From an optimization exercise on the open Yosys and OpenROAD flow, aimed at small area; shortcuts taken in it are not production practice.
Only simulation tests tie the RTL to the original design; equivalence was not proved.
Power figures rest on the tool's default switching activity, not on a simulated workload.

===== design/flow/config.mk =====
export PLATFORM = sky130hd
export DESIGN_NAME = topTM1638
export DESIGN_NICKNAME = topTM1638
export VERILOG_FILES = /design/flow/design.v
export SDC_FILE = /design/flow/constraint.sdc
export NUM_CORES = 4
export LEC_CHECK = 0
export CAP_MARGIN = 20
export CORE_MARGIN = 2
export CORE_UTILIZATION = 40
export PLACE_DENSITY = 0.6
export SLEW_MARGIN = 20

===== design/flow/constraint.sdc =====
create_clock -name core_clock -period 10.0 [get_ports {clk_50M}]
set_input_delay 2.0000 -clock core_clock [delete_from_list [all_inputs] [get_ports {clk_50M}]]
set_output_delay 2.0000 -clock core_clock [all_outputs]
set_load 0.01 [all_outputs]

===== design/flow/design.v =====
`timescale 1ns / 1ps
module topTM1638(input clk_50M,
input wire rst,
output wire clk,
output wire stb,
output wire dio,
input wire [7:0] gio,
input wire [7:0] phut,
input wire [7:0] giay
						);
wire [3:0] ones1,tens1,hundreds1 ;
wire [3:0] ones2,tens2,hundreds2 ;
wire [3:0] ones3,tens3,hundreds3 ;
HexBcd   	hex_bcd1 (giay,ones1,tens1,hundreds1);
HexBcd 		hex_bcd2 (phut,ones2,tens2,hundreds2);
HexBcd 		hex_bcd3 (gio,ones3,tens3,hundreds3);
TM1638 tm (8'b11111111,ones1,tens1,4'd15,ones2,tens2,4'd15,ones3,tens3,clk_50M,rst,
							clk,
							stb,
							dio
							);
endmodule
module add3(in,out);
input [3:0] in;
output [3:0] out;
reg [3:0] out;
always @ (in)
case (in)
4'b0000: out <= 4'b0000;
4'b0001: out <= 4'b0001;
4'b0010: out <= 4'b0010;
4'b0011: out <= 4'b0011;
4'b0100: out <= 4'b0100;
4'b0101: out <= 4'b1000;
4'b0110: out <= 4'b1001;
4'b0111: out <= 4'b1010;
4'b1000: out <= 4'b1011;
4'b1001: out <= 4'b1100;
default: out <= 4'b0000;
endcase
endmodule
module HexBcd(
input [7:0] hex,
output wire [3:0] ones,
output wire [3:0] tens,
output wire [3:0] hundreds
);
wire [3:0] c1,c2,c3,c4,c5,c6,c7;
wire [3:0] d1,d2,d3,d4,d5,d6,d7;
assign d1 = {1'b0,hex[7:5]};
assign d2 = {c1[2:0],hex[4]};
assign d3 = {c2[2:0],hex[3]};
assign d4 = {c3[2:0],hex[2]};
assign d5 = {c4[2:0],hex[1]};
assign d6 = {1'b0,c1[3],c2[3],c3[3]};
assign d7 = {c6[2:0],c4[3]};
add3 m1(d1,c1);
add3 m2(d2,c2);
add3 m3(d3,c3);
add3 m4(d4,c4);
add3 m5(d5,c5);
add3 m6(d6,c6);
add3 m7(d7,c7);
assign ones = {c5[2:0],hex[0]};
assign tens = {c7[2:0],c5[3]};
assign hundreds = {c6[3],c7[3]};
endmodule
module TM1638(
input wire [7:0] led ,  
input wire [3:0] seg7,seg6,seg5,seg4,seg3,seg2,seg1,seg0 , 
input clkinput,
input rst,
output reg clk,
output reg stb,
output reg dio
);
function [7:0] sseg;
input [3:0] hex;
begin
case (hex)
4'h0: sseg[7:0] = 8'b0111111;
4'h1: sseg[7:0] = 8'b0000110;
4'h2: sseg[7:0] = 8'b1011011;
4'h3: sseg[7:0] = 8'b1001111;
4'h4: sseg[7:0] = 8'b1100110;
4'h5: sseg[7:0] = 8'b1101101;
4'h6: sseg[7:0] = 8'b1111101;
4'h7: sseg[7:0] = 8'b0000111;
4'h8: sseg[7:0] = 8'b1111111;
4'h9: sseg[7:0] = 8'b1101111;
4'hA: sseg[7:0] = 8'b1110111;
4'hB: sseg[7:0] = 8'b1111100;
4'hC: sseg[7:0] = 8'b1011000;
4'hD: sseg[7:0] = 8'b1011110;
4'hE: sseg[7:0] = 8'b1111001;
default : sseg[7:0] = 8'b0000000;  
endcase
end
endfunction
integer cs;
reg [7:0] command1, command2, command3;
wire [127:0] leddata;  
reg [127:0] leddatahold;
assign leddata[0*8+7:0*8+0] = sseg(seg0);
assign leddata[2*8+7:2*8+0] = sseg(seg1);
assign leddata[4*8+7:4*8+0] = sseg(seg2);
assign leddata[6*8+7:6*8+0] = sseg(seg3);
assign leddata[8*8+7:8*8+0] = sseg(seg4);
assign leddata[10*8+7:10*8+0] = sseg(seg5);
assign leddata[12*8+7:12*8+0] = sseg(seg6);
assign leddata[14*8+7:14*8+0] = sseg(seg7);
assign leddata[1*8+7:1*8+0] = led[0] ;
assign leddata[3*8+7:3*8+0] = led[1] ;
assign leddata[5*8+7:5*8+0] = led[2] ;
assign leddata[7*8+7:7*8+0] = led[3] ;
assign leddata[9*8+7:9*8+0] = led[4] ;
assign leddata[11*8+7:11*8+0] = led[5] ;
assign leddata[13*8+7:13*8+0] = led[6] ;
assign leddata[15*8+7:15*8+0] = led[7] ;
always @(posedge clkinput)
begin
if (rst)
begin
clk = 1 ;
stb = 1 ;
dio = 0 ;
cs = 0 ;
end
else
begin
if (cs==0)
begin
stb = 0;  
command1 =8'h40; command2 =8'hC0;command3 =8'h8F;
leddatahold=leddata ;
end
else if ((cs >=1)&&(cs<=16))
begin
dio = command1[0];
clk = ~clk ;
if (clk) command1=command1>>1 ;
end
else if (cs==17)
stb = 1;  
else if (cs==18)
stb = 0;  
else if ((cs >=19)&&(cs<=34))
begin
dio = command2[0];
clk = ~clk ;
if (clk) command2=command2>>1 ;
end
else if ((cs >=35)&&(cs<=290))
begin
dio = leddatahold[0];
clk = ~clk ;
if (clk) leddatahold=leddatahold>>1 ;
end
else if (cs==291)
stb = 1;  
else if (cs==292)
stb = 0;  
else if ((cs >=293)&&(cs<=308))
begin
dio = command3[0];
clk = ~clk ;
if (clk) command3=command3>>1 ;
end
else if (cs==309)
stb = 1;  
else if (cs==310)
cs = -1 ;  
cs=cs+1;
end
end
endmodule

===== design/flow/run.sh =====
#!/bin/bash
# synth_recipe.tcl (not shown) runs the flow's synth.tcl, then flattens the netlist and writes it again
# the make line also repeats each setting of config.mk as NAME=value (left out here)
make -C /OpenROAD-flow-scripts/flow DESIGN_CONFIG=/design/flow/config.mk WORK_HOME=/design/flow/orfs CLKGATE_MAP_FILE= SYNTH_SCRIPT=/design/flow/synth_recipe.tcl finish

==> load_flow_metrics.sql, run 1 <==
INSERT INTO impl_metrics (metric_group, metric, value, unit) VALUES
('clock_tree', 'tritoncts', 'done', ''),
('status', 'run_status', 'no timing/DRC/antenna violations', ''),
('yosys', 'synth_enable_flop_cells', '144', ''),
('worst_setup_path', 'timing.critical_path.cells', 'clkdlybuf4s50_1 -> or3b_2 -> o21a_1 -> o221ai_1 -> nor2_1 -> a21oi_1 -> ha_1 -> nor4_1 -> a2111oi_0 -> a21oi_1', ''),
('global_routing', 'largest_net_degree_at_the_start_of_global_routing', '84', ''),
('floorplanning', 'start_util', '40.80', '%'),
('global_routing', 'grt.total_usage', '15.56', '%'),
('power_and_ir_drop', 'max_vdd_drop', '0.1372', 'mV'),
('clock_tree', 'max-clock-path-buffers', '2', ''),
('sta', 'grt_setup_unrepaired', 'no', ''),
('sta', 'fin_skew', '0.01859', 'ns'),
('drt', 'drt-initial-drc-count', '874', ''),
('global_routing', 'groute.layer.met2.usage', '22.73', '%'),
('sta', 'timing.hold.ws', '0.5057', 'ns'),
('worst_setup_path', 'critPathMaxFanout', '25', ''),
('global_routing', 'grt_pass1_vias', '7472', ''),
('final_layout', 'syn2layout_area_growth', '9.307', '%'),
('final_layout', 'num_antenna_cells', '0', ''),
('global_routing', 'grt_pass1_wl', '37430', 'µm'),
('power_and_ir_drop', 'powerDensity', '160.2', 'mW/mm²'),
('yosys', 'synth_sequential_area_ratio', '45.69', '%'),
('final_layout', 'multiInputGateArea', '0.005520', 'mm²'),
('clock_tree', 'ctsHtreeMaxLevel', '4', ''),
('yosys', 'postSynthAreaPerCell', '9.579', 'µm²'),
('clock_tree', 'postCtsHoldBufs', '0', ''),
('final_layout', 'ff_latch_area', '0.005025', 'mm²'),
('yosys', 'synth_top_flop_cell', 'edfxtp_1', ''),
('floorplanning', 'floorplan.die.width', '169.8', 'µm'),
('global_routing', 'grt_most_used_layer', 'met1', ''),
('power_and_ir_drop', 'p_leak', '4.167', 'nW'),
('drt', 'totalWireLength', '21820', 'µm'),
('yosys', 'netlist-cell-type-count', '82', ''),
('clock_tree', 'clk_transition_reported_paths', '0.06', 'ns'),
('worst_setup_path', 'cp_data_required_time', '10.16', 'ns'),
('global_routing', 'total_gr_overflow', '0', ''),
('power_and_ir_drop', 'finalPower', '0.001925', 'W'),
('worst_hold_path', 'worstHoldPathType', 'reg -> reg', ''),
('floorplanning', 'overall_die_area', '0.02883', 'mm²'),
('sta', 'setup-violations-final', '0', ''),
('drt', 'antenna_violating_nets_post_route', '0', ''),
('sta', 'max_freq', '0.1806', 'GHz'),
('final_layout', 'mostFrequentLayoutCell', 'edfxtp_1', ''),
('clock_tree', 'cts.root.buffer_cell', 'clkbuf_16', ''),
('placement', 'gp_congestion', '0.8146', ''),
('yosys', 'synthesis.area', '0.01100', 'mm²'),
('floorplanning', 'die_h', '169.8', 'µm'),
('worst_setup_path', 'worstSetupEndpointType', 'register', ''),
('drt', 'post_drt_wl_per_cell', '14.79', 'µm'),
('job', 'maxCapViolations', '0', ''),
('global_routing', 'grt_antenna_before_repair', '0', ''),
('yosys', 'syn_nets', '1211', ''),
('drt', 'post_drt_via_cell_ratio', '5.616', ''),
('yosys', 'synth_warnings', '2', ''),
('worst_setup_path', 'worst-endpoint-arrival', '5.69', 'ns'),
('final_layout', 'mostFrequentLayoutCells', 'edfxtp_1 (144), and2_1 (92), nor2_1 (83)', ''),
('global_routing', 'groute.layer.met3.usage', '2.915', '%'),
('sta', 'setup_ws', '4.464', 'ns'),
('final_layout', 'numnets_final', '1184', ''),
('clock_tree', 'clk-insertion-delay-late', '0.44', 'ns'),
('sta', 'slew_at_the_pin_with_the_worst_max_slew_slack', '0.9543', 'ns'),
('worst_setup_path', 'critPathLaunchType', 'input port', ''),
('drt', 'vias', '8284', ''),
('worst_setup_path', 'path_common_cell', 'a21oi_1', ''),
('clock_tree', 'clock_sinks', '179', ''),
('yosys', 'synth-async-reset-ratio', '0', '%'),
('worst_setup_path', 'crit_type', 'in -> reg', ''),
('floorplanning', 'fp.coreArea', '0.02695', 'mm²'),
('sta', 'final.period_utilization', '55.36', '%'),
('placement', 'dp_hpwl', '13600', 'µm'),
('clock_tree', 'cts_made_buffers', '17', ''),
('final_layout', 'fill_cells', '2513', '');
[layout make-up]
cell class | instances | share of cell area (%)
multi-input combinational | 852 | 45.92
clock inverter | 14 | 1.259
inverter | 36 | 1.124
clock buffer | 18 | 3.570
sequential | 179 | 41.80
tap | 341 | 3.549
timing repair buffer | 35 | 2.769
[synth_stat cells, types with 12 or more instances]
cell | n | share of area [%]
edfxtp_1 | 144 | 39
and2_1 | 92 | 5.2
nor2_1 | 83 | 2.8
nand2_1 | 79 | 2.7
a21oi_1 | 70 | 3.2
o21ai_0 | 70 | 3.2
clkbuf_1 | 40 | 1.4
nand2b_1 | 38 | 2.2
ha_1 | 37 | 4.2
dfxtp_1 | 35 | 6.4
inv_1 | 35 | 1.2
buf_2 | 34 | 1.5
a31oi_1 | 30 | 1.7
nor2b_1 | 28 | 1.6
nor3_1 | 24 | 1.1
nand3_1 | 22 | 1.0
o21a_1 | 16 | 1.1
xnor2_1 | 15 | 1.2
mux2i_1 | 13 | 1.2
nor4_1 | 13 | 0.74
or3_1 | 13 | 0.74
and3_1 | 12 | 0.68
nor3b_1 | 12 | 0.82
[kinds of logic after synthesis]
kind of cell             after synthesis  synth area share, %
AO/OA/AOI/OAI                        299                18.06
XOR/XNOR                              21                1.673
adder cells (fa/ha/maj)               37                4.210
buffers and inverters                117                4.426
flip-flops                           179                45.69
multiplexers                          18                1.695
AND/OR/NAND/NOR                      477                24.25
[flip-flops by register name (all words and copies together), names as in the netlist]
register,count
tm.clk,1
tm.command3,8
tm.dio,1
tm.command1,7
tm.leddatahold,121
tm.command2,8
tm.cs,32
tm.stb,1
[critical path, delay by kind of cell]
family	cells	cell delay, ns
fa+ha+maj	1	0.26
simple gates	3	0.78
buf+inv	1	0.94
compound gates	5	1.70
[stage by stage]
step                      util (%)  instance area [µm²]
after floorplan                  -                11000
after global placement       42.43                11430
after detailed placement     42.43                11430
after CTS                    44.58                12020
after global routing         44.60                12020
final                        44.60                12020
[report_power, final]
group	switching (W)	internal, W	leakage (nW)	total, W
Sequential	0.0000157	0.000880	1.62	0.000896
Combinational	0.000218	0.000144	2.27	0.000362
Clock	0.000295	0.000372	0.280	0.000667
Total	0.000530	0.00140	4.17	0.00193
[metal layers]
metal	vias up	routed length, µm
met5	-	0
met4	0	173
met3	15	760
met2	163	9485
met1	3936	11400
li1	4170	-
[worst paths after layout]
| check | startpoint | to | slack [ns] | depth (start not counted) |
|---|---|---|---|---|
| worst max-delay path | giay[4] | tm.leddatahold[115] | 4.46 | 10 |
| worst min register to register | tm.command3[4] | tm.command3[3] | 0.51 | 1 |
| worst min-delay path | tm.command3[4] | tm.command3[3] | 0.51 | 1 |
| worst max register to register | tm.cs[11] | tm.leddatahold[20] | 5.79 | 7 |
==> inputs of run 2 (changes only) <==
==> design/flow/design.v (replaced) <==
`timescale 1ns / 1ps
module topTM1638(input clk_50M,
input wire rst,
output wire clk,
output wire stb,
output wire dio,
input wire [7:0] gio,
input wire [7:0] phut,
input wire [7:0] giay
);
reg [8:0] e;
reg [7:0] h, m, s;
wire low = ~e[8] & ~e[7] & ~e[6] & ~e[5];    
wire e20 = low & e[4] & e[2];
always @(posedge clk_50M) begin
  if (rst) e <= 9'd220;
  else if (e20) e <= 9'd222;
  else e <= e + 9'd1;
  if ((low & ~e20) | (e == 9'd220)) begin
    h <= gio; m <= phut; s <= giay;
  end
end
wire [2:0] d = e[7:5];
wire [2:0] b = e[3:1];
reg [7:0] v;
always @* case (d)
  3'd0, 3'd1: v = h;
  3'd3, 3'd4: v = m;
  default:    v = s;
endcase
wire tens  = (d == 3'd0) | (d == 3'd3) | (d == 3'd6);
wire blank = (d == 3'd2) | (d == 3'd5);
function [3:0] add3(input [3:0] x);
  add3 = (x > 4'd4) ? x + 4'd3 : x;
endfunction
wire [3:0] c1 = add3({1'b0, v[7:5]});
wire [3:0] c2 = add3({c1[2:0], v[4]});
wire [3:0] c3 = add3({c2[2:0], v[3]});
wire [3:0] c4 = add3({c3[2:0], v[2]});
wire [3:0] c5 = add3({c4[2:0], v[1]});
wire [3:0] c6 = add3({1'b0, c1[3], c2[3], c3[3]});
wire [3:0] c7 = add3({c6[2:0], c4[3]});
wire [3:0] digit = tens ? {c7[2:0], c5[3]} : {c5[2:0], v[0]};
reg [6:0] seg;
always @* case (digit)
  4'd0: seg = 7'h3F; 4'd1: seg = 7'h06; 4'd2: seg = 7'h5B; 4'd3: seg = 7'h4F;
  4'd4: seg = 7'h66; 4'd5: seg = 7'h6D; 4'd6: seg = 7'h7D; 4'd7: seg = 7'h07;
  4'd8: seg = 7'h7F; default: seg = 7'h6F;
endcase
wire segbit  = ~blank & (b != 3'd7) & seg[b];
wire databit = e[4] ? (b == 3'd0) : segbit;
wire [7:0] el = e[7:0];
wire gap = (e == 9'd0) | (e == 9'd1) | (e == 9'd18) | (e == 9'd19) | (e == 9'd20)
         | (e == 9'd220) | (e == 9'd221) | (e == 9'd238) | (e == 9'd239);
wire cmdbit = (e >= 9'd2 && e <= 9'd9) | (e >= 9'd16 && e <= 9'd20)
            | (e == 9'd234) | (e == 9'd235) | (e >= 9'd252 && e <= 9'd255);
assign clk = e[0] | gap;
assign stb = (e == 9'd0) | (e == 9'd18) | (e == 9'd19) | (e == 9'd220) | (e == 9'd238);
assign dio = e[8] ? databit : cmdbit;
endmodule
==> run 2 against run 1 <==
Still clean on timing, DRC and antenna; design area is 69% lower; flip-flop and latch count decreased by 146; sequential share of layout area down 18 points; final cell count decreased by 67%; sequential power down about 80%; first-iteration DRC count is 83% lower; global-route usage rose by 2.7 points; critical endpoint is now dio; largest cell class unchanged; largest power group is now combinational cells.
==> load_flow_metrics.sql, run 2 <==
INSERT INTO impl_metrics (metric_group, metric, value, unit) VALUES
('yosys', 'synth_sequential_area_ratio', '29.42', '%'),
('global_routing', 'grt_pass1_wl', '12650', 'µm'),
('yosys', 'synth_top_cells_by_area', 'edfxtp_1 (24%), ha_1 (7.8%), dfxtp_1 (5.9%)', ''),
('global_routing', 'grt.total_usage', '18.27', '%'),
('worst_setup_path', 'cp_data_required_time', '8.00', 'ns'),
('floorplanning', 'fp.coreArea', '0.007331', 'mm²'),
('yosys', 'synthTopCellsByCount', 'nor2_1 (36), nand2_1 (32), edfxtp_1 (24)', ''),
('sta', 'final_hold_viol_count', '0', ''),
('placement', 'gp_congestion', '0.9199', ''),
('floorplanning', 'start_util', '41.76', '%'),
('global_routing', 'grt_pass1_vias', '2670', ''),
('power_and_ir_drop', 'powerDensity', '249.6', 'mW/mm²'),
('floorplanning', 'placement_rows', '31', ''),
('yosys', 'synth_top_flop_cell', 'edfxtp_1', ''),
('yosys', 'synth_most_common_cell', 'nor2_1', ''),
('yosys', 'synth_top_area_share', '23.54', '%'),
('global_routing', 'total_gr_overflow', '0', ''),
('sta', 'setup_ws', '0.5137', 'ns'),
('worst_setup_path', 'reg2reg_from', 'e[2]', ''),
('drt', 'vias', '2924', ''),
('clock_tree', 'cts.root.buffer_cell', 'clkbuf_8', ''),
('yosys', 'synth_area_leader_cell', 'edfxtp_1', ''),
('placement', 'place_ws', '0.1012', 'ns'),
('final_layout', 'numnets_final', '433', ''),
('sta', 'final.setup.tns', '0', 'ns'),
('sta', 'setup-violations-final', '0', ''),
('worst_setup_path', 'worst_path_max_delay_cell', 'a2111oi_0', ''),
('final_layout', 'largest_register_ffs', '9', ''),
('floorplanning', 'floorplan.die.width', '91.49', 'µm'),
('clock_tree', 'tritoncts', 'done', ''),
('power_and_ir_drop', 'p_leak', '1.416', 'nW'),
('yosys', 'synth_warnings', '1', ''),
('clock_tree', 'ctsHtreeMaxLevel', '2', ''),
('floorplanning', 'overall_die_area', '0.008370', 'mm²'),
('yosys', 'synthesis.area', '0.003062', 'mm²'),
('worst_setup_path', 'setup.worst_path.start', 'e[5]', ''),
('worst_setup_path', 'critPathLaunchType', 'register', ''),
('power_and_ir_drop', 'max_vdd_drop', '0.1071', 'mV'),
('final_layout', 'num_antenna_cells', '0', ''),
('worst_setup_path', 'crit_type', 'reg -> out', ''),
('worst_setup_path', 'worst-endpoint-arrival', '7.49', 'ns'),
('drt', 'antenna_violating_nets_post_route', '0', ''),
('drt', 'post_drt_wl_per_cell', '15.71', 'µm'),
('clock_tree', 'max-clock-path-buffers', '2', ''),
('sta', 'slew_at_the_pin_with_the_worst_max_slew_slack', '0.7039', 'ns'),
('final_layout', 'mostFrequentLayoutCell', 'nor2_1', ''),
('drt', 'drt_pass1_iterations', '4', ''),
('placement', 'placement.cell_area', '0.003493', 'mm²'),
('worst_setup_path', 'cpPeakStageDelay', '0.67', 'ns'),
('yosys', 'synthCells', '354', ''),
('yosys', 'netlist-cell-type-count', '76', ''),
('final_layout', 'layout.cell_area.non_filler', '0.003736', 'mm²'),
('sta', 'report.final.slew_viol_count', '0', ''),
('drt', 'totalWireLength', '7667', 'µm'),
('yosys', 'synth.ff_latch_count', '33', ''),
('global_routing', 'largest_net_degree_at_the_start_of_global_routing', '25', ''),
('global_routing', 'grt_antenna_before_repair', '0', ''),
('sta', 'relative_slew_margins', '51.86', '%'),
('worst_setup_path', 'path_common_cell', 'ha_1', ''),
('sta', 'max_freq', '0.1054', 'GHz'),
('clock_tree', 'clk-insertion-delay-late', '0.28', 'ns'),
('floorplanning', 'die_h', '91.49', 'µm'),
('clock_tree', 'cts_made_buffers', '5', ''),
('worst_setup_path', 'worstSetupEndpointType', 'primary output', ''),
('sta', 'fin_skew', '0.004341', 'ns'),
('yosys', 'syn_nets', '399', ''),
('drt', 'drt-initial-drc-count', '145', ''),
('yosys', 'synth_enable_flop_cells', '24', ''),
('clock_tree', 'clk_transition_reported_paths', '0.07', 'ns'),
('clock_tree', 'postCtsHoldBufs', '0', ''),
('final_layout', 'syn2layout_area_growth', '22.03', '%'),
('placement', 'dp_hpwl', '5746', 'µm'),
('final_layout', 'mostFrequentLayoutCells', 'nor2_1 (35), nand2_1 (31), clkdlybuf4s50_1 (28)', ''),
('worst_hold_path', 'worstHoldPathType', 'reg -> reg', ''),
('worst_hold_path', 'hold_start', 'e[0]', ''),
('clock_tree', 'clock_sinks', '33', ''),
('worst_setup_path', 'critPathMaxFanout', '18', ''),
('yosys', 'postSynthAreaPerCell', '8.649', 'µm²'),
('sta', 'final.period_utilization', '94.86', '%'),
('placement', 'portBuffers', '28', ''),
('sta', 'timing.hold.ws', '0.5452', 'ns'),
('drt', 'drc_errors', '0', ''),
('floorplanning', 'ioPinCount', '29', ''),
('final_layout', 'post_route_cells_drive_above_1_share', '16.71', '%'),
('job', 'maxCapViolations', '0', ''),
('drt', 'post_drt_via_cell_ratio', '5.992', ''),
('sta', 'timing.final.crit_period', '9.486', 'ns'),
('yosys', 'synth-async-reset-ratio', '0', '%'),
('status', 'run_status', 'no timing/DRC/antenna violations', '');
run 2: cell types whose count changed in the layout (fill, tap and decap cells not counted), sizes merged, moves of 23 or more:
cell and change:
nand2 -46, a31oi -23, nand2b -38, nor2 -47, o21ai -55, and2 -83, dfxtp -26, a21oi -53
nor2b -25, edfxtp -120
run 2: worst max-delay path: cells and delay by family, from the launching register on:
kind                     cells  cell delay [ns]
AO/OA/AOI/OAI               11             2.54
flip-flops                   1             0.42
adder cells (fa/ha/maj)      4             0.92
AND/OR/NAND/NOR             10             2.34
multiplexers                 1             0.13
buffers and inverters        3             0.71
XOR/XNOR                     1             0.15
run 2: kinds of logic (layout without fill, tap and decap cells):
logic type | after synthesis | count (layout) | synth area share [%]
simple gates | 134 | 134 | 22.97
compound gates | 106 | 106 | 25.95
buf+inv | 34 | 69 | 4.577
flops | 33 | 33 | 29.42
fa+ha+maj | 19 | 19 | 7.765
mux | 16 | 16 | 5.885
xor+xnor | 12 | 12 | 3.433
run 2: through the flow:
stage | total power, W | instances | util [%]
after floorplan | 0.0006348 | 354 | -
after global placement | 0.0007531 | 477 | 47.65
after detailed placement | 0.0007584 | 477 | 47.65
after CTS | 0.0008903 | 485 | 49.31
after global routing | 0.001020 | 488 | 50.96
final | 0.0009324 | 488 | 50.96
run 2: repair_timing:
item,4_1_cts,5_1_grt
setup endpoints to repair,1,1
hold endpoints to repair,0,0
resized for setup,3,21
setup buffers,0,3
run 2: metal layers:
layer  wire length (µm)  global-route usage (%)  up-vias
li1                   -                       -     1432
met1               3531                   25.08     1405
met2               3664                   29.60       77
met3                349                   2.324       10
met4                122                   6.061        0
met5                  0                       0        -
run 2: final timing paths:
path / endpoint / slack [ns] / cells past startpoint
setup reg to reg: m[0] / 8.08 / 5
hold reg to reg: e[0] / 0.55 / 1
setup / recovery: dio / 0.51 / 30
hold / removal: e[0] / 0.55 / 1
run 2: area by class of cell:
cell class,count,area [µm²]
fillers,676,3595
multi-input cells,287,2125
flip-flops and latches,33,907.1
repair buffers,41,390.4
well taps,99,123.9
inverters,20,75.07
clock buffers,5,68.82
clock inverters,3,46.29
run 2: power breakdown:
group / switching, W / total, W / leakage [nW] / internal [W]
clock network: 0.0000504 / 0.000125 / 0.0543 / 0.0000745
logic: 0.000331 / 0.000626 / 1.06 / 0.000295
registers: 0.0000141 / 0.000181 / 0.305 / 0.000167
==> inputs of run 3 (changes only) <==
==> design/flow/design.v (replaced) <==
`timescale 1ns / 1ps
module topTM1638(input clk_50M,
input wire rst,
output wire clk,
output wire stb,
output reg dio,
input wire [7:0] gio,
input wire [7:0] phut,
input wire [7:0] giay
);
reg [8:0] a;
reg [7:0] h, m, s;
wire tail = a[8] & ~a[7] & ~a[6] & ~a[5];    
wire cs0  = tail & a[4] & a[2];              
wire [2:0] d = a[7:5];
wire [2:0] b = a[3:1];
reg [7:0] v;
always @* case (d)
  3'd0, 3'd1: v = h;
  3'd3, 3'd4: v = m;
  default:    v = s;
endcase
wire tens  = (d == 3'd0) | (d == 3'd3) | (d == 3'd6);
wire blank = (d == 3'd2) | (d == 3'd5);
function [3:0] add3(input [3:0] x);
  add3 = (x > 4'd4) ? x + 4'd3 : x;
endfunction
wire [3:0] c1 = add3({1'b0, v[7:5]});
wire [3:0] c2 = add3({c1[2:0], v[4]});
wire [3:0] c3 = add3({c2[2:0], v[3]});
wire [3:0] c4 = add3({c3[2:0], v[2]});
wire [3:0] c5 = add3({c4[2:0], v[1]});
wire [3:0] c6 = add3({1'b0, c1[3], c2[3], c3[3]});
wire [3:0] c7 = add3({c6[2:0], c4[3]});
wire [3:0] digit = tens ? {c7[2:0], c5[3]} : {c5[2:0], v[0]};
reg [6:0] seg;
always @* case (digit)
  4'd0: seg = 7'h3F; 4'd1: seg = 7'h06; 4'd2: seg = 7'h5B; 4'd3: seg = 7'h4F;
  4'd4: seg = 7'h66; 4'd5: seg = 7'h6D; 4'd6: seg = 7'h7D; 4'd7: seg = 7'h07;
  4'd8: seg = 7'h7F; default: seg = 7'h6F;
endcase
wire segbit  = ~blank & (b != 3'd7) & seg[b];
wire databit = a[4] ? (b == 3'd0) : segbit;
wire [7:0] al = a[7:0];
wire cmdbit = (al >= 8'd2 && al <= 8'd9) | (al >= 8'd16 && al <= 8'd19)
            | (al == 8'd234) | (al == 8'd235) | (al >= 8'd252);
always @(posedge clk_50M) begin
  if (rst) a <= 9'd276;
  else if (cs0) a <= 9'd478;
  else a <= a + 9'd1;
  if (tail) begin
    h <= gio; m <= phut; s <= giay;
  end
  if (rst) dio <= 1'b0;
  else if (!cs0) dio <= a[8] ? cmdbit : databit;
end
assign stb = (a == 9'd257) | (a == 9'd275) | (a == 9'd276) | (a == 9'd495);
assign clk = ~a[0] | stb;
endmodule
==> design/flow/flow/run.sh (new file) <==
#!/bin/bash
# Own layout flow: the standard ORFS flow (standard.sh), changed only in
#  - synthesis: the standard flow's synthesis script, but ABC maps the logic with an
#    area-oriented script (flow/abc.script) and Yosys's adder extraction is off
#    (half-adder cells would hide the logic from ABC);
#  - port buffers: the smallest buffer, sky130_fd_sc_hd__buf_1;
#  - clock tree: small clock buffers, no dummy loads;
#  - power recovery (downsizing of non-critical gates) after global routing.
# Each step's full output goes to a log file in this folder.
set -euo pipefail
W=$PWD
{
  head -n 1 "$W/synth_recipe.tcl"
  echo 'proc abc {args} { set i [lsearch -exact $args -script]; if {$i >= 0} { lset args [expr {$i + 1}] $::env(MY_ABC_SCRIPT) }; yosys abc {*}$args }'
  tail -n +2 "$W/synth_recipe.tcl"
} > "$W/my_synth.tcl"
sed -e "s#$W/synth_recipe.tcl#$W/my_synth.tcl#" "$W/standard.sh" > "$W/my_standard.sh"
export MY_ABC_SCRIPT="$W/flow/abc.script"
export ADDER_MAP_FILE=
export BUFFER_PORTS_ARGS="-buffer_cell sky130_fd_sc_hd__buf_1"
export CTS_ARGS="-sink_clustering_enable -repair_clock_nets -buf_list sky130_fd_sc_hd__clkbuf_4 -dont_use_dummy_load"
export RECOVER_POWER=100
bash "$W/my_standard.sh" synth > "$W/log_synth.txt" 2>&1
bash "$W/my_standard.sh" finish > "$W/log_finish.txt" 2>&1
==> design/flow/flow/abc.script (new file) <==
strash; &get -n; &deepsyn -T 30; &put; dch -f; map -a
==> design/flow/standard.sh (new file) <==
#!/bin/bash
# synth_recipe.tcl (not shown) runs the flow's synth.tcl, then flattens the netlist and writes it again
# the make line also repeats each setting of config.mk as NAME=value (left out here)
make -C /OpenROAD-flow-scripts/flow DESIGN_CONFIG=/design/flow/config.mk WORK_HOME=/design/flow/orfs CLKGATE_MAP_FILE= SYNTH_SCRIPT=/design/flow/synth_recipe.tcl "${@:-finish}"
removed: design/flow/run.sh
==> run 3 against run 2 <==
Still clean on timing, DRC and antenna; flip-flop and latch count is 1 higher; clock skew is 0.012 ns higher; synthesized area is 42% lower; critical path depth is 20 lower; die area is 40% lower; utilization is 4.8 points lower.
==> load_flow_metrics.sql, run 3 <==
INSERT INTO impl_metrics (metric_group, metric, value, unit) VALUES
('clock_tree', 'clock_sinks', '34', ''),
('sta', 'setup-violations-final', '0', ''),
('final_layout', 'post_route_cells_drive_above_1_share', '3.200', '%'),
('yosys', 'synth_warnings', '1', ''),
('global_routing', 'grt_antenna_before_repair', '0', ''),
('placement', 'gp_congestion', '0.8404', ''),
('drt', 'drc_errors', '0', ''),
('yosys', 'netlist-cell-type-count', '23', ''),
('worst_setup_path', 'cp_data_required_time', '8.00', 'ns'),
('sta', 'final.setup.tns', '0', 'ns'),
('global_routing', 'grt.total_usage', '14.86', '%'),
('drt', 'drt-initial-drc-count', '103', ''),
('power_and_ir_drop', 'p_leak', '0.6722', 'nW'),
('yosys', 'synth_most_common_cell', 'nor2_1', ''),
('global_routing', 'largest_net_degree_at_the_start_of_global_routing', '27', ''),
('clock_tree', 'ctsHtreeMaxLevel', '2', ''),
('final_layout', 'mostFrequentLayoutCell', 'nor2_1', ''),
('clock_tree', 'cts_setup_buffers', '0', ''),
('yosys', 'synth_top_area_share', '40.25', '%'),
('worst_setup_path', 'critPathLaunchType', 'register', ''),
('global_routing', 'grt_pass1_vias', '1277', ''),
('status', 'run_status', 'no timing/DRC/antenna violations', ''),
('floorplanning', 'fp.coreArea', '0.004324', 'mm²'),
('yosys', 'synth.ff_latch_count', '34', ''),
('final_layout', 'mostFrequentLayoutCells', 'nor2_1 (48), clkinv_1 (36), buf_1 (27)', ''),
('worst_setup_path', 'worst_path_max_delay_cell', 'clkinv_1', ''),
('worst_setup_path', 'path_common_cell', 'nor2_1', ''),
('yosys', 'synthTopCellsByCount', 'nor2_1 (48), clkinv_1 (36), edfxtp_1 (24)', ''),
('sta', 'final_hold_viol_count', '0', ''),
('floorplanning', 'placement_rows', '24', ''),
('final_layout', 'fill_cells', '446', ''),
('placement', 'dp_hpwl', '2617', 'µm'),
('final_layout', 'num_antenna_cells', '0', ''),
('drt', 'post_drt_via_cell_ratio', '4.960', ''),
('power_and_ir_drop', 'powerDensity', '221.5', 'mW/mm²'),
('final_layout', 'largest_register_ffs', '9', ''),
('worst_setup_path', 'timing.critical_path.cells', 'nor2_1 -> clkinv_1 -> nor2_1 -> nand2_1 -> clkinv_1 -> nand2_1 -> nor2_1 -> a21oi_1 -> a21oi_1 -> buf_1', ''),
('sta', 'slew_at_the_pin_with_the_worst_max_slew_slack', '0.8263', 'ns'),
('clock_tree', 'clk_transition_reported_paths', '0.09', 'ns'),
('worst_setup_path', 'worst-endpoint-arrival', '2.69', 'ns'),
('worst_setup_path', 'crit_type', 'reg -> out', ''),
('clock_tree', 'cts.root.buffer_cell', 'clkbuf_4', ''),
('worst_setup_path', 'critPathMaxFanout', '26', ''),
('global_routing', 'grt_pass1_wl', '5782', 'µm'),
('worst_setup_path', 'setup.worst_path.start', 'a[6]', ''),
('clock_tree', 'tritoncts', 'done', ''),
('final_layout', 'numnets_final', '278', ''),
('yosys', 'syn_nets', '243', ''),
('clock_tree', 'max-clock-path-buffers', '2', ''),
('drt', 'totalWireLength', '3366', 'µm'),
('sta', 'max_freq', '0.2131', 'GHz'),
('worst_hold_path', 'worstHoldPathType', 'reg -> reg', ''),
('worst_setup_path', 'r2r_end', 'dio', ''),
('sta', 'timing.final.crit_period', '4.694', 'ns'),
('yosys', 'synth-async-reset-ratio', '0', '%'),
('floorplanning', 'ioPinCount', '29', ''),
('clock_tree', 'post_cts_resized', '0', ''),
('worst_setup_path', 'critPathCapture', 'stb', ''),
('placement', 'portBuffers', '28', ''),
('floorplanning', 'die_h', '70.91', 'µm'),
('sta', 'final.period_utilization', '46.94', '%'),
('sta', 'report.final.slew_viol_count', '0', ''),
('floorplanning', 'start_util', '41.41', '%'),
('final_layout', 'syn2layout_area_growth', '11.60', '%'),
('worst_setup_path', 'worstSetupEndpointType', 'primary output', ''),
('yosys', 'synth_area_leader_cell', 'edfxtp_1', ''),
('yosys', 'synth_enable_flop_cells', '24', ''),
('sta', 'fin_skew', '0.01632', 'ns'),
('sta', 'relative_slew_margins', '44.57', '%'),
('drt', 'post_drt_wl_per_cell', '11.15', 'µm'),
('job', 'maxCapViolations', '0', ''),
('yosys', 'synth_sequential_area_ratio', '51.43', '%'),
('power_and_ir_drop', 'finalPower', '0.0004425', 'W'),
('power_and_ir_drop', 'max_vdd_drop', '0.1033', 'mV'),
('sta', 'grt_setup_unrepaired', 'no', ''),
('final_layout', 'postLayoutCoreUtil', '46.21', '%'),
('drt', 'vias', '1498', ''),
('clock_tree', 'clk-insertion-delay-late', '0.32', 'ns'),
('yosys', 'synth_top_flop_cell', 'edfxtp_1', ''),
('worst_setup_path', 'r2r.worst_path.cells', '24', ''),
('global_routing', 'total_gr_overflow', '0', ''),
('worst_setup_path', 'r2r_slack', '5.94', 'ns'),
('drt', 'drt_pass1_iterations', '4', ''),
('worst_setup_path', 'reg2reg_from', 'a[6]', ''),
('yosys', 'synth_top_cells_by_area', 'edfxtp_1 (40%), dfxtp_1 (11%), nor2_1 (10%)', ''),
('floorplanning', 'floorplan.die.width', '70.91', 'µm'),
('yosys', 'synthesis.area', '0.001790', 'mm²'),
('yosys', 'synthCells', '217', ''),
('drt', 'antenna_violating_nets_post_route', '0', ''),
('floorplanning', 'overall_die_area', '0.005028', 'mm²'),
('clock_tree', 'postCtsHoldBufs', '0', ''),
('clock_tree', 'cts_made_buffers', '5', ''),
('worst_setup_path', 'cpPeakStageDelay', '0.46', 'ns'),
('yosys', 'postSynthAreaPerCell', '8.251', 'µm²');
-- run 3: changes by cell type in the layout (fill, tap and decap cells not counted), sizes merged, moves of 9 or more --
cell / previous run / this run
and2: 9 / 0
buf: 13 / 27
clkdlybuf4s50: 28 / 0
clkinv: 2 / 36
ha: 19 / 0
inv: 19 / 0
mux2: 10 / 0
nand2: 33 / 19
nor2: 36 / 48
-- run 3: cell type report --
class,instances,area [µm²],share of cell area (%)
flip-flops and latches,34,920.9,46.09
inverters,36,135.1,6.763
well taps,52,65.06,3.256
repair buffers,28,105.1,5.260
multi-input cells,147,734.5,36.76
clock buffers,5,37.54,1.879
-- run 3: routing by layer --
layer,wire (µm),track usage [%],part of all wire (%),vias to the layer above
met5,0,0,0,-
met4,61,6.918,1.8,0
met3,156,4.558,4.6,6
met2,1383,19.83,41,32
met1,1764,21.93,52,638
li1,-,-,-,822
-- run 3: worst min-delay path by stage --
stage | start | to | cells after the start
6_report | a[0] | a[0] | 1
5_1_grt | a[0] | a[0] | 1
4_1_cts | a[0] | a[0] | 1
3_5_place_dp | a[0] | a[0] | 1
3_3_place_gp | a[0] | a[0] | 1
2_1_floorplan | a[0] | a[0] | 1
-- run 3: kinds of logic after synthesis --
kind of cell / Yosys count / synth area share (%)
flops: 34 / 51.43
buf+inv: 36 / 7.547
xor+xnor: 3 / 1.468
simple gates: 83 / 18.73
compound gates: 61 / 20.82
-- run 3: power by group --
part           switching (W)  internal [W]
Combinational       0.000128     0.0000654
Sequential         0.0000105      0.000176
Clock              0.0000390     0.0000235
Total               0.000177      0.000265
-- run 3: metrics by stage --
stage | cell area, µm² | setup WS, ns | hold WS, ns | cells
after global placement | 1961 | 5.701 | 0.4748 | 297
after CTS | 1998 | 5.266 | 0.4999 | 302
after detailed placement | 1961 | 5.644 | 0.4864 | 297
after global routing | 1998 | 4.941 | 0.5230 | 302
after floorplan | 1790 | 6.069 | 0.4507 | 217
final | 1998 | 5.306 | 0.4994 | 302
-- run 3: worst max-delay path, delay by kind of cell, from the launching register on --
kind	cells	cell delay, ns
and+or+nand+nor	5	0.94
AOI/OAI and AO/OA	2	0.23
DFF	1	0.34
buffers and inverters	3	0.85

[static timing again, ports no longer ideal]
The flow's constraints put no driver on any port. The routed layouts listed below were extracted and timed again, unchanged, in two steps.
Step 1 sets driving cells, clkbuf_16 on the clock port and buf_2 on the other inputs (assumed; they add their load-dependent delay and slew).
Step 2 adds t to the input delays and takes it off the output delays; t is the mean of the earliest and latest rising clock arrival at the registers after step 1. Input paths then give back, and output paths get back, about the clock's delay inside the block.
Three values: no drivers, after step 1, after step 2; two values: the first two.
run	t, ns	slack for setup (ns)	latest minus earliest clock arrival (ns)	worst register clock-pin slew, ns
run 1	0.472	4.464 / 4.486 / 4.015	0.018 / 0.019	0.08 / 0.08
run 2	0.308	0.514 / 0.485 / 0.793	0.005 / 0.005	0.07 / 0.07
run 3	0.343	5.306 / 5.280 / 5.623	0.023 / 0.023	0.10 / 0.10
After both steps every run listed still meets setup and hold. The setup slack of run 1, which loses most, moves by +0.022 ns with the drivers and by -0.449 ns with both steps.
